Background: an optimization exercise with open tools, aiming at small area and a short achievable clock period. Do not read the settings as production practice.
No functional check of the RTL was part of any run shown here.
Power figures rest on the tool's default switching activity, not on a simulated workload.

==> flow/design.v (outline; a module is shown in full before it is edited, if it fits) <==
// module SIMD: 664 lines
// module SIMD_fa: 4 lines
// module SIMD_ha: 4 lines
module SIMD(clk,rst,opcode,funct3,funct7,rd_data1,rd_data2,rd_data3,w_add,immed,instrc_add,wr_add,wr_data);
  // ...
==> flow/run.sh <==
#!/bin/bash
# synth_recipe.tcl (not shown) runs the flow's synth.tcl, then flattens the netlist and writes it again
# the make line also repeats each setting of config.mk as NAME=value (left out here)
make -C /OpenROAD-flow-scripts/flow DESIGN_CONFIG=/design/flow/config.mk WORK_HOME=/design/flow/orfs CLKGATE_MAP_FILE= SYNTH_SCRIPT=/design/flow/synth_recipe.tcl finish
==> flow/config.mk <==
export PLATFORM = sky130hd
export DESIGN_NAME = SIMD
export DESIGN_NICKNAME = SIMD
export VERILOG_FILES = /design/flow/design.v
export SDC_FILE = /design/flow/constraint.sdc
export NUM_CORES = 4
export LEC_CHECK = 0
export CAP_MARGIN = 20
export CORE_MARGIN = 2
export CORE_UTILIZATION = 40
export SETUP_SLACK_MARGIN = 5
export SLEW_MARGIN = 20
export SYNTH_HIERARCHICAL = 1
export SYNTH_MINIMUM_KEEP_SIZE = 0
==> flow/constraint.sdc <==
create_clock -name core_clock -period 10.6 [get_ports {clk}]
set_input_delay 2.1200 -clock core_clock [delete_from_list [all_inputs] [get_ports {clk}]]
set_output_delay 2.1200 -clock core_clock [all_outputs]
set_load 0.01 [all_outputs]
==> flow_summary.json, run 1 <==
{
  "grt_use_met1": 0.4193,
  "reg2reg_to": "pc[4]$_SDFF_PN0_",
  "fin_crit_sh": 0.6488,
  "yosys_warnings": 7,
  "nMultiInputCombCells": 1234,
  "synthToLayoutAreaGrowth_pct": 32.99,
  "pg_comb_mw": 1.26,
  "synth_edf_count": 0,
  "powerClk_mw": 0.350,
  "grt_max_degree": 34,
  "netlist.area_leader.share": 0.3648,
  "synth_cell_types": 70,
  "p_per_area_mw_per_mm2": 116.3,
  "met1_length_microns": 21880,
  "r2r-start": "pc[0]$_SDFF_PN0_",
  "slowest_stage": "clkdlybuf4s50_1",
  "clockPowerShare": 0.173,
  "power-top-group": "combinational cells",
  "core_sq_mm": 0.03245,
  "cts-root-buf": "clkbuf_16",
  "crit_path_end": "ry[20]$_DFF_P_",
  "instances_no_fill": 2067,
  "clkCellAreaFrac": 0.01901,
  "antenna_found_initial": 5,
  "crit_start": "rd_data1[4]",
  "cts_tree": "done",
  "synth.cell_area_sq_mm": 0.01312,
  "outcome": "timing/DRC/antenna clean",
  "dpl_cell_area_sq_mm": 0.01490,
  "fin_skew_ns": 0.001407,
  "nonClkBufAreaFrac": 0.1393,
  "dp_worst_setup_slack_ns": 2.390,
  "yosysMostFrequentCell": "nor2_1"
}
==> run 2: changes to the inputs <==
--- a/flow/design.v
+++ b/flow/design.v
@@ -637,29 +637,221 @@
         pc <= pc + 5'd1;
         wr_add_r <= w_add;
     end
 end
 assign instrc_add = {pc, 2'b00};
 assign wr_add = wr_add_r;
 wire [31:0] nx = tx | {16'h0000, lres};
 reg [31:0] rx, ry;
-reg r_k8, r_k16;
 reg [5:0] rsel;
 always @(posedge clk) begin
     rx <= nx;
     ry <= ty;
-    r_k8 <= p8;
-    r_k16 <= p16;
     if (!rst) rsel <= 6'd0;
     else rsel <= {m4 & hiv, m4 & lov, m8 & hiv, m8 & lov, sel_hi16, sel_lo16};
 end
+wire r_k8 = ~(rsel[4] | rsel[5]);    
+wire r_k16 = rsel[0] | rsel[1];      
 wire [34:0] gx = {rx[31:24], r_k8, rx[23:16], r_k16, rx[15:8], r_k8, rx[7:0]};
 wire [34:0] gy = {ry[31:24], 1'b0, ry[23:16], 1'b0, ry[15:8], 1'b0, ry[7:0]};
-wire [34:0] gs = gx + gy;
+wire [34:0] gs_g, gs_p;
+assign gs_g[0] = gx[0] & gy[0];
+assign gs_p[0] = gx[0] ^ gy[0];
+assign gs_g[1] = gx[1] & gy[1];
+assign gs_p[1] = gx[1] ^ gy[1];
+assign gs_g[2] = gx[2] & gy[2];
+assign gs_p[2] = gx[2] ^ gy[2];
+assign gs_g[3] = gx[3] & gy[3];
+assign gs_p[3] = gx[3] ^ gy[3];
+assign gs_g[4] = gx[4] & gy[4];
+assign gs_p[4] = gx[4] ^ gy[4];
+assign gs_g[5] = gx[5] & gy[5];
+assign gs_p[5] = gx[5] ^ gy[5];
+assign gs_g[6] = gx[6] & gy[6];
+assign gs_p[6] = gx[6] ^ gy[6];
+assign gs_g[7] = gx[7] & gy[7];
+assign gs_p[7] = gx[7] ^ gy[7];
+assign gs_g[8] = gx[8] & gy[8];
+assign gs_p[8] = gx[8] ^ gy[8];
+assign gs_g[9] = gx[9] & gy[9];
+assign gs_p[9] = gx[9] ^ gy[9];
+assign gs_g[10] = gx[10] & gy[10];
+assign gs_p[10] = gx[10] ^ gy[10];
+assign gs_g[11] = gx[11] & gy[11];
+assign gs_p[11] = gx[11] ^ gy[11];
+assign gs_g[12] = gx[12] & gy[12];
+assign gs_p[12] = gx[12] ^ gy[12];
+assign gs_g[13] = gx[13] & gy[13];
+assign gs_p[13] = gx[13] ^ gy[13];
+assign gs_g[14] = gx[14] & gy[14];
+assign gs_p[14] = gx[14] ^ gy[14];
+assign gs_g[15] = gx[15] & gy[15];
+assign gs_p[15] = gx[15] ^ gy[15];
+assign gs_g[16] = gx[16] & gy[16];
+assign gs_p[16] = gx[16] ^ gy[16];
+assign gs_g[17] = gx[17] & gy[17];
+assign gs_p[17] = gx[17] ^ gy[17];
+assign gs_g[18] = gx[18] & gy[18];
+assign gs_p[18] = gx[18] ^ gy[18];
+assign gs_g[19] = gx[19] & gy[19];
+assign gs_p[19] = gx[19] ^ gy[19];
+assign gs_g[20] = gx[20] & gy[20];
+assign gs_p[20] = gx[20] ^ gy[20];
+assign gs_g[21] = gx[21] & gy[21];
+assign gs_p[21] = gx[21] ^ gy[21];
+assign gs_g[22] = gx[22] & gy[22];
+assign gs_p[22] = gx[22] ^ gy[22];
+assign gs_g[23] = gx[23] & gy[23];
+assign gs_p[23] = gx[23] ^ gy[23];
+assign gs_g[24] = gx[24] & gy[24];
+assign gs_p[24] = gx[24] ^ gy[24];
+assign gs_g[25] = gx[25] & gy[25];
+assign gs_p[25] = gx[25] ^ gy[25];
+assign gs_g[26] = gx[26] & gy[26];
+assign gs_p[26] = gx[26] ^ gy[26];
+assign gs_g[27] = gx[27] & gy[27];
+assign gs_p[27] = gx[27] ^ gy[27];
+assign gs_g[28] = gx[28] & gy[28];
+assign gs_p[28] = gx[28] ^ gy[28];
+assign gs_g[29] = gx[29] & gy[29];
+assign gs_p[29] = gx[29] ^ gy[29];
+assign gs_g[30] = gx[30] & gy[30];
+assign gs_p[30] = gx[30] ^ gy[30];
+assign gs_g[31] = gx[31] & gy[31];
+assign gs_p[31] = gx[31] ^ gy[31];
+assign gs_g[32] = gx[32] & gy[32];
+assign gs_p[32] = gx[32] ^ gy[32];
+assign gs_g[33] = gx[33] & gy[33];
+assign gs_p[33] = gx[33] ^ gy[33];
+assign gs_g[34] = gx[34] & gy[34];
+assign gs_p[34] = gx[34] ^ gy[34];
+wire gs_G1 = gs_g[1] | (gs_p[1] & gs_g[0]);
+wire gs_P1 = gs_p[1] & gs_p[0];
+wire gs_G2 = gs_g[3] | (gs_p[3] & gs_g[2]);
+wire gs_P2 = gs_p[3] & gs_p[2];
+wire gs_G3 = gs_g[5] | (gs_p[5] & gs_g[4]);
+wire gs_P3 = gs_p[5] & gs_p[4];
+wire gs_G4 = gs_g[7] | (gs_p[7] & gs_g[6]);
+wire gs_P4 = gs_p[7] & gs_p[6];
+wire gs_G5 = gs_g[9] | (gs_p[9] & gs_g[8]);
+wire gs_P5 = gs_p[9] & gs_p[8];
+wire gs_G6 = gs_g[11] | (gs_p[11] & gs_g[10]);
+wire gs_P6 = gs_p[11] & gs_p[10];
+wire gs_G7 = gs_g[13] | (gs_p[13] & gs_g[12]);
+wire gs_P7 = gs_p[13] & gs_p[12];
+wire gs_G8 = gs_g[15] | (gs_p[15] & gs_g[14]);
+wire gs_P8 = gs_p[15] & gs_p[14];
+wire gs_G9 = gs_g[17] | (gs_p[17] & gs_g[16]);
+wire gs_P9 = gs_p[17] & gs_p[16];
+wire gs_G10 = gs_g[19] | (gs_p[19] & gs_g[18]);
+wire gs_P10 = gs_p[19] & gs_p[18];
+wire gs_G11 = gs_g[21] | (gs_p[21] & gs_g[20]);
+wire gs_P11 = gs_p[21] & gs_p[20];
+wire gs_G12 = gs_g[23] | (gs_p[23] & gs_g[22]);
+wire gs_P12 = gs_p[23] & gs_p[22];
+wire gs_G13 = gs_g[25] | (gs_p[25] & gs_g[24]);
+wire gs_P13 = gs_p[25] & gs_p[24];
+wire gs_G14 = gs_g[27] | (gs_p[27] & gs_g[26]);
+wire gs_P14 = gs_p[27] & gs_p[26];
+wire gs_G15 = gs_g[29] | (gs_p[29] & gs_g[28]);
+wire gs_P15 = gs_p[29] & gs_p[28];
+wire gs_G16 = gs_g[31] | (gs_p[31] & gs_g[30]);
+wire gs_P16 = gs_p[31] & gs_p[30];
+wire gs_G17 = gs_g[33] | (gs_p[33] & gs_g[32]);
+wire gs_P17 = gs_p[33] & gs_p[32];
+wire gs_G18 = gs_G2 | (gs_P2 & gs_G1);
+wire gs_P18 = gs_P2 & gs_P1;
+wire gs_G19 = gs_G4 | (gs_P4 & gs_G3);
+wire gs_P19 = gs_P4 & gs_P3;
+wire gs_G20 = gs_G6 | (gs_P6 & gs_G5);
+wire gs_P20 = gs_P6 & gs_P5;
+wire gs_G21 = gs_G8 | (gs_P8 & gs_G7);
+wire gs_P21 = gs_P8 & gs_P7;
+wire gs_G22 = gs_G10 | (gs_P10 & gs_G9);
+wire gs_P22 = gs_P10 & gs_P9;
+wire gs_G23 = gs_G12 | (gs_P12 & gs_G11);
+wire gs_P23 = gs_P12 & gs_P11;
+wire gs_G24 = gs_G14 | (gs_P14 & gs_G13);
+wire gs_P24 = gs_P14 & gs_P13;
+wire gs_G25 = gs_G16 | (gs_P16 & gs_G15);
+wire gs_P25 = gs_P16 & gs_P15;
+wire gs_G26 = gs_G19 | (gs_P19 & gs_G18);
+wire gs_P26 = gs_P19 & gs_P18;
+wire gs_G27 = gs_G21 | (gs_P21 & gs_G20);
+wire gs_P27 = gs_P21 & gs_P20;
+wire gs_G28 = gs_G23 | (gs_P23 & gs_G22);
+wire gs_P28 = gs_P23 & gs_P22;
+wire gs_G29 = gs_G25 | (gs_P25 & gs_G24);
+wire gs_P29 = gs_P25 & gs_P24;
+wire gs_G30 = gs_G27 | (gs_P27 & gs_G26);
+wire gs_P30 = gs_P27 & gs_P26;
+wire gs_G31 = gs_G29 | (gs_P29 & gs_G28);
+wire gs_P31 = gs_P29 & gs_P28;
+wire gs_G32 = gs_G31 | (gs_P31 & gs_G30);
+wire gs_P32 = gs_P31 & gs_P30;
+wire gs_G33 = gs_G28 | (gs_P28 & gs_G30);
+wire gs_P33 = gs_P28 & gs_P30;
+wire gs_G34 = gs_G20 | (gs_P20 & gs_G26);
+wire gs_P34 = gs_P20 & gs_P26;
+wire gs_G35 = gs_G22 | (gs_P22 & gs_G30);
+wire gs_P35 = gs_P22 & gs_P30;
+wire gs_G36 = gs_G24 | (gs_P24 & gs_G33);
+wire gs_P36 = gs_P24 & gs_P33;
+wire gs_G37 = gs_G3 | (gs_P3 & gs_G18);
+wire gs_P37 = gs_P3 & gs_P18;
+wire gs_G38 = gs_G5 | (gs_P5 & gs_G26);
+wire gs_P38 = gs_P5 & gs_P26;
+wire gs_G39 = gs_G7 | (gs_P7 & gs_G34);
+wire gs_P39 = gs_P7 & gs_P34;
+wire gs_G40 = gs_G9 | (gs_P9 & gs_G30);
+wire gs_P40 = gs_P9 & gs_P30;
+wire gs_G41 = gs_G11 | (gs_P11 & gs_G35);
+wire gs_P41 = gs_P11 & gs_P35;
+wire gs_G42 = gs_G13 | (gs_P13 & gs_G33);
+wire gs_P42 = gs_P13 & gs_P33;
+wire gs_G43 = gs_G15 | (gs_P15 & gs_G36);
+wire gs_P43 = gs_P15 & gs_P36;
+wire gs_G44 = gs_G17 | (gs_P17 & gs_G32);
+wire gs_P44 = gs_P17 & gs_P32;
+wire gs_G45 = gs_g[2] | (gs_p[2] & gs_G1);
+wire gs_P45 = gs_p[2] & gs_P1;
+wire gs_G46 = gs_g[4] | (gs_p[4] & gs_G18);
+wire gs_P46 = gs_p[4] & gs_P18;
+wire gs_G47 = gs_g[6] | (gs_p[6] & gs_G37);
+wire gs_P47 = gs_p[6] & gs_P37;
+wire gs_G48 = gs_g[8] | (gs_p[8] & gs_G26);
+wire gs_P48 = gs_p[8] & gs_P26;
+wire gs_G49 = gs_g[10] | (gs_p[10] & gs_G38);
+wire gs_P49 = gs_p[10] & gs_P38;
+wire gs_G50 = gs_g[12] | (gs_p[12] & gs_G34);
+wire gs_P50 = gs_p[12] & gs_P34;
+wire gs_G51 = gs_g[14] | (gs_p[14] & gs_G39);
+wire gs_P51 = gs_p[14] & gs_P39;
+wire gs_G52 = gs_g[16] | (gs_p[16] & gs_G30);
+wire gs_P52 = gs_p[16] & gs_P30;
+wire gs_G53 = gs_g[18] | (gs_p[18] & gs_G40);
+wire gs_P53 = gs_p[18] & gs_P40;
+wire gs_G54 = gs_g[20] | (gs_p[20] & gs_G35);
+wire gs_P54 = gs_p[20] & gs_P35;
+wire gs_G55 = gs_g[22] | (gs_p[22] & gs_G41);
+wire gs_P55 = gs_p[22] & gs_P41;
+wire gs_G56 = gs_g[24] | (gs_p[24] & gs_G33);
+wire gs_P56 = gs_p[24] & gs_P33;
+wire gs_G57 = gs_g[26] | (gs_p[26] & gs_G42);
+wire gs_P57 = gs_p[26] & gs_P42;
+wire gs_G58 = gs_g[28] | (gs_p[28] & gs_G36);
+wire gs_P58 = gs_p[28] & gs_P36;
+wire gs_G59 = gs_g[30] | (gs_p[30] & gs_G43);
+wire gs_P59 = gs_p[30] & gs_P43;
+wire gs_G60 = gs_g[32] | (gs_p[32] & gs_G32);
+wire gs_P60 = gs_p[32] & gs_P32;
+wire gs_G61 = gs_g[34] | (gs_p[34] & gs_G44);
+wire gs_P61 = gs_p[34] & gs_P44;
+wire [34:0] gs = {gs_p[34] ^ gs_G44, gs_p[33] ^ gs_G60, gs_p[32] ^ gs_G32, gs_p[31] ^ gs_G59, gs_p[30] ^ gs_G43, gs_p[29] ^ gs_G58, gs_p[28] ^ gs_G36, gs_p[27] ^ gs_G57, gs_p[26] ^ gs_G42, gs_p[25] ^ gs_G56, gs_p[24] ^ gs_G33, gs_p[23] ^ gs_G55, gs_p[22] ^ gs_G41, gs_p[21] ^ gs_G54, gs_p[20] ^ gs_G35, gs_p[19] ^ gs_G53, gs_p[18] ^ gs_G40, gs_p[17] ^ gs_G52, gs_p[16] ^ gs_G30, gs_p[15] ^ gs_G51, gs_p[14] ^ gs_G39, gs_p[13] ^ gs_G50, gs_p[12] ^ gs_G34, gs_p[11] ^ gs_G49, gs_p[10] ^ gs_G38, gs_p[9] ^ gs_G48, gs_p[8] ^ gs_G26, gs_p[7] ^ gs_G47, gs_p[6] ^ gs_G37, gs_p[5] ^ gs_G46, gs_p[4] ^ gs_G18, gs_p[3] ^ gs_G45, gs_p[2] ^ gs_G1, gs_p[1] ^ gs_g[0], gs_p[0]};
 wire [31:0] P = {gs[34:27], gs[25:18], gs[16:9], gs[7:0]};
 wire [15:0] res = ({16{rsel[0]}} & P[15:0]) | ({16{rsel[1]}} & P[31:16]) |
                   ({16{rsel[2]}} & {P[23:16], P[7:0]}) | ({16{rsel[3]}} & {P[31:24], P[15:8]}) |
                   ({16{rsel[4]}} & {P[27:24], P[19:16], P[11:8], P[3:0]}) |
                   ({16{rsel[5]}} & {P[31:28], P[23:20], P[15:12], P[7:4]});
 assign wr_data = res;
 endmodule
 module SIMD_fa(input a, input b, input c, output s, output co);
==> flow/config.mk (replaced) <==
export PLATFORM = sky130hd
export DESIGN_NAME = SIMD
export DESIGN_NICKNAME = SIMD
export VERILOG_FILES = /design/flow/design.v
export SDC_FILE = /design/flow/constraint.sdc
export NUM_CORES = 4
export LEC_CHECK = 0
export CAP_MARGIN = 20
export CORE_MARGIN = 2
export CORE_UTILIZATION = 60
export SETUP_SLACK_MARGIN = 4
export SLEW_MARGIN = 20
export SYNTH_HIERARCHICAL = 1
export SYNTH_MINIMUM_KEEP_SIZE = 0
==> run 2 against run 1 <==
Net effect: still clean on timing, DRC and antenna; power is 15% lower; worst setup slack worse by 0.042 ns; die area is 35% lower; utilization is 22 points higher; via count is 7.8% lower; maximum frequency is 0.60% lower; flip-flop and latch count is 2 lower; sequential share of layout area is 0.66 points higher; hold slack hardly changed; largest power group unchanged; highest routed layer unchanged.
==> flow_summary.json, run 2 <==
{
  "path_buf_inv": 5,
  "p_leak_nw": 7.335,
  "grt_overflow": 0,
  "hold_class": "reg -> reg",
  "end_kind": "flop",
  "netlist.area_leader.share": 0.3959,
  "crit_fanout": 6,
  "final_cell_mix": "228 x nor2_1, 174 x fa_1, 89 x clkdlybuf4s50_1, 80 x ha_1, 80 x dfxtp_1",
  "fp.dieH_microns": 149.7,
  "cts_buffer_depth": 2,
  "fin_nets": 1893,
  "synth_cell_types": 74,
  "num_rows": 53,
  "track_usage": 0.4017,
  "maxCapViolations": 0,
  "start_kind": "primary input",
  "drc": 0,
  "wl_per_cell_microns": 25.33,
  "timing.final.ws_setup_ns": 3.681,
  "dr.pass1.iters": 7,
  "postSynthCellCount": 1300,
  "drive_above_1_share": 0.2142,
  "ant_nets": 0,
  "cts_tree": "done",
  "via_per_inst": 6.371,
  "fp.dieArea_sq_mm": 0.02242,
  "grt_pass1_vias": 11449,
  "routed_wl_microns": 44330,
  "synth.cell_area_sq_mm": 0.01274,
  "io_pins": 112,
  "timing.fmax_mhz": 144.5,
  "htreeDepth": 3,
  "antenna_found_initial": 0,
  "yosysMostFrequentCell": "nor2_1",
  "rsz0062_at_grt": "yes",
  "yosysTopAreaCell": "fa_1",
  "finalMaxSlewViolations": 0,
  "finalHoldViolations": 0,
  "period_needed_ns": 6.919,
  "tightest_slew_ns": 0.9777,
  "clk_latency_ns": 0.35,
  "portBuffers": 109,
  "die_x_microns": 149.7,
  "p_per_area_mw_per_mm2": 108.7,
  "final_common_cell": "nor2_1",
  "crit_family": "adder cells",
  "ys_ff_latch": 80,
  "crit_top_cell": "fa_1",
  "path_cells": "clkdlybuf4s15_1 -> or3_4 -> nor4_4 -> a21bo_4 -> nor2_4 -> buf_6 -> buf_12 -> a22oi_2 -> buf_4 -> buf_12 -> nor2_2 -> fa_1 -> fa_1 -> fa_1 -> fa_2 -> fa_1 -> fa_2 -> ha_1",
  "diodes": 0,
  "cts_sinks": 80,
  "yosys_warnings": 7,
  "worstPathRequired_ns": 10.83,
  "fin_skew_ns": 0.001918,
  "synth_flop_cell": "dfxtp_1",
  "syn_area_per_cell_sq_um": 9.803,
  "slew_headroom": 0.3447,
  "gp_congestion": 1.014,
  "path_clk_slew_ns": 0.07,
  "core_sq_mm": 0.02096,
  "synth.area.top_cells": "fa_1 40%, dfxtp_1 13%, ha_1 8.5%, nor2_1 7.9%, mux2i_1 3.4%",
  "worstSetupPathType": "in -> reg",
  "yosysSeqAreaShare": 0.1257,
  "synth_edf_count": 0,
  "outcome": "timing/DRC/antenna clean",
  "cpPeakStageDelay_ns": 0.52,
  "grt_max_degree": 38,
  "synthToLayoutAreaGrowth_pct": 24.74,
  "first_iter_violations": 1110,
  "fin_area_sq_mm": 0.01590,
  "cts_made_buffers": 9,
  "fin_setup_tns_ns": 0,
  "fin_crit_sh": 0.6527,
  "dp_worst_setup_slack_ns": 2.337,
  "cts-root-buf": "clkbuf_16",
  "vdd_drop_max_uv": 85.33,
  "async_flop_share": 0,
  "largestRegisters": "rx (32), ry (32), rsel (6)",
  "initial_core_util": 0.6081,
  "cp.arrival_ns": 7.15,
  "slowest_stage": "fa_1",
  "dpl_cell_area_sq_mm": 0.01429,
  "via_count": 11150,
  "synth_common_cells": "268 x nor2_1, 252 x fa_1, 87 x ha_1",
  "setup_viol": 0,
  "hpwl_microns": 32480,
  "n_fill_cell": 1527,
  "grt_pass1_wl_microns": 66130
}
==> run 2: worst reg2reg max path, stage by stage (launching register included) <==
cell and delay (ns):
dfxtp_1 0.38, ha_1 0.21, nand3_1 0.09, xnor2_1 0.13, and2_1 0.15
==> run 2: layout make-up <==
cell class	instances	area [sq um]	share of cell area
Multi-Input combinational cell	1095	11310	0.7112
Timing Repair Buffer	209	2056	0.1293
Sequential cell	80	1602	0.1007
Tap cell	275	344.1	0.02165
Inverter	75	294.0	0.01850
Clock buffer	9	225.2	0.01417
Clock inverter	7	70.07	0.004408
==> run 2: layer usage <==
metal  up-vias  share of wire  global-route usage  wire [microns]
li1       4633              -                   -               -
met1      5510           0.37              0.5093           16450
met2       823           0.44              0.6305           19640
met3       184           0.13              0.1476            5943
met4         0          0.052              0.1575            2293
met5         -              0                   0               0
==> run 2: Yosys stat by module (local to each module, per instance) <==
module   cells  flops+latches
SIMD      1041             80
SIMD_fa      1              0
SIMD_ha      1              0
==> run 2: cells by family (layout without fill, tap and decap cells) <==
| group | count (synthesis) | in the layout | share of synthesized area |
|---|---|---|---|
| AOI/OAI and AO/OA | 168 | 168 | 0.1006 |
| xor gates and xnor gates | 74 | 74 | 0.05086 |
| adders and majority gates | 339 | 339 | 0.4813 |
| buffers and inverters | 130 | 300 | 0.04143 |
| DFF | 80 | 80 | 0.1257 |
| muxes | 43 | 43 | 0.03377 |
| other | 1 | 6 | 0.0002943 |
| and+or+nand+nor | 465 | 465 | 0.1660 |
==> run 2: report_power, final <==
group	internal [mW]	switching, mW	leakage (nW)	total (mW)
registers	0.378	0.0422	0.661	0.420
logic	0.424	0.579	6.53	1.00
clock network	0.166	0.139	0.142	0.305
==> run 2: timing repair <==
| item | 4_1_cts | 5_1_grt |
|---|---|---|
| cloned | 2 | 2 |
| pin swaps | 71 | 44 |
| endpoints found under the setup margin | 55 | 38 |
| buffers inserted | 68 | 17 |
| gates resized for setup | 156 | 79 |
| hold buffers | 0 | 0 |
==> run 2: final timing paths <==
path | startpoint | endpoint | slack, ns | cells after the start
max reg2reg | pc[0]$_SDFF_PN0_ | pc[4]$_SDFF_PN0_ | 9.54 | 4
min reg2reg | pc[0]$_SDFF_PN0_ | pc[0]$_SDFF_PN0_ | 0.49 | 1
min | pc[0]$_SDFF_PN0_ | pc[0]$_SDFF_PN0_ | 0.49 | 1
max | immed[4] | ry[19]$_DFF_P_ | 3.68 | 18
==> run 2: stage by stage <==
stage               hold slack, ns  total power [mW]    util  instances
floorplan                   0.4756             1.006       -       1305
global placement            0.4596             1.298  0.6818       1645
detailed placement          0.4762             1.327  0.6818       1645
CTS                         0.4940             1.686  0.7404       1731
global route                0.5145             1.837  0.7586       1750
finish                      0.4883             1.728  0.7586       1750
==> run 3: changes to the inputs <==
--- a/flow/config.mk
+++ b/flow/config.mk
@@ -9,3 +9,3 @@
 export CORE_MARGIN = 2
-export CORE_UTILIZATION = 60
+export CORE_UTILIZATION = 75
 export SETUP_SLACK_MARGIN = 4
==> run 3 against run 2 <==
Net effect: the run now fails in 5_1_grt; area after synthesis unchanged; synthesized cell count unchanged.
==> flow_summary.json, run 3 <==
{
  "outcome": "stopped before the end",
  "haltStage": "5_1_grt",
  "error": "[ERROR GRT-0116] Global routing finished with congestion. Check the congestion regions in the DRC Viewer.",
  "grt_max_degree": 38,
  "cts-root-buf": "clkbuf_16",
  "async_flop_share": 0,
  "hpwl_microns": 33900,
  "postSynthCellCount": 1300,
  "synth_cell_types": 74,
  "grt_pass1_vias": 15780,
  "die_x_microns": 134.4,
  "ys_ff_latch": 80,
  "cts_made_buffers": 9,
  "yosysMostFrequentCell": "nor2_1",
  "gp_congestion": 1.039,
  "initial_core_util": 0.7684,
  "syn_area_per_cell_sq_um": 9.803,
  "track_usage": 0.7437,
  "grt_overflow": 49,
  "hold_buffers": 0,
  "synth_common_cells": "268 x nor2_1, 252 x fa_1, 87 x ha_1",
  "synth.area.top_cells": "fa_1 40%, dfxtp_1 13%, ha_1 8.5%, nor2_1 7.9%, mux2i_1 3.4%",
  "synth_edf_count": 0,
  "yosysTopAreaCell": "fa_1",
  "portBuffers": 109,
  "netlist.area_leader.share": 0.3959,
  "synth.cell_area_sq_mm": 0.01274,
  "htreeDepth": 3,
  "num_rows": 47,
  "grt_pass1_wl_microns": 97640,
  "yosys_warnings": 7,
  "yosysSeqAreaShare": 0.1257,
  "cts_sinks": 80,
  "io_pins": 112,
  "cts_buffer_depth": 2,
  "fp.dieH_microns": 134.4,
  "synth_flop_cell": "dfxtp_1"
}
-- run 3: cell counts after synthesis --
No cell type changed its count.
-- run 3: metrics by stage --
stage / utilization / hold slack [ns] / instances / setup WS (ns) / area (sq um)
4_1_cts: 0.9481 / 0.5324 / 1692 / 3.764 / 15720
3_5_place_dp: 0.8560 / 0.5133 / 1587 / 2.266 / 14200
2_1_floorplan: - / 0.4756 / 1305 / 3.674 / 13090
3_3_place_gp: 0.8560 / 0.4520 / 1587 / 2.449 / 14200
-- run 3: worst min path at each step --
stage	startpoint	endpoint	slack, ns	cells past startpoint
floorplan	pc[0]$_SDFF_PN0_	pc[0]$_SDFF_PN0_	0.48	1
global placement	pc[0]$_SDFF_PN0_	pc[0]$_SDFF_PN0_	0.45	1
detailed placement	pc[0]$_SDFF_PN0_	pc[0]$_SDFF_PN0_	0.51	1
CTS	pc[0]$_SDFF_PN0_	pc[0]$_SDFF_PN0_	0.53	1
-- run 3: power by group through the flow --
stage | clock network [mW] | registers [mW] | logic [mW]
after CTS | 0.317 | 0.422 | 0.994
after detailed placement | 0 | 0.427 | 0.905
after global placement | 0 | 0.421 | 0.845
after floorplan | 0 | 0.411 | 0.595
-- run 3: what timing repair did --
item / in CTS
endpoints found under the setup margin: 62
gates resized for setup: 200
pin swaps: 61
cloned: 2
setup buffers: 87
-- run 3: cells by family after synthesis --
logic type,after synthesis,share of synthesized area
flops,80,0.1257
fa+ha+maj,339,0.4813
simple gates,465,0.1660
buf+inv,130,0.04143
other cells,1,0.0002943
mux,43,0.03377
xor+xnor,74,0.05086
compound gates,168,0.1006
-- run 3: modules after synthesis (local to each module, per instance) --
module / area (sq um) / cells inside / flops+latches
SIMD_ha: 12.51 / 1 / 0
SIMD: 7716 / 1041 / 80
SIMD_fa: 20.02 / 1 / 0
-- run 3: layer usage --
layer,GRT overflow,GRT usage
met5,0,0.2611
met3,0,0.5760
met4,21,0.7228
met2,28,0.9357
met1,0,0.7375

## separate check: timing with driven ports
Ports are ideal in the flow. The routed layouts listed here were re-timed in OpenROAD.
Step 1: set_driving_cell puts a clkbuf_16 on clk and a buf_2 on each other input, an assumption about the parent block.
Step 2 also shifts input and output timing later by t, the mid clock arrival at the registers, as if the neighbouring blocks saw the same clock.
a / b / c = ideal ports / drivers / drivers and shift; a / b = the first two.
run	shift t [ns]	slack for setup (ns)	worst slew at a driven data input, ns
run 1	0.391	3.723 / 3.746 / 3.355	0.06
run 2	0.390	3.681 / 3.680 / 3.290	0.06
After both steps every run listed still meets setup and hold. For run 2, which loses most, drivers alone change the setup slack by -0.001 ns; drivers and shift together by -0.391 ns.
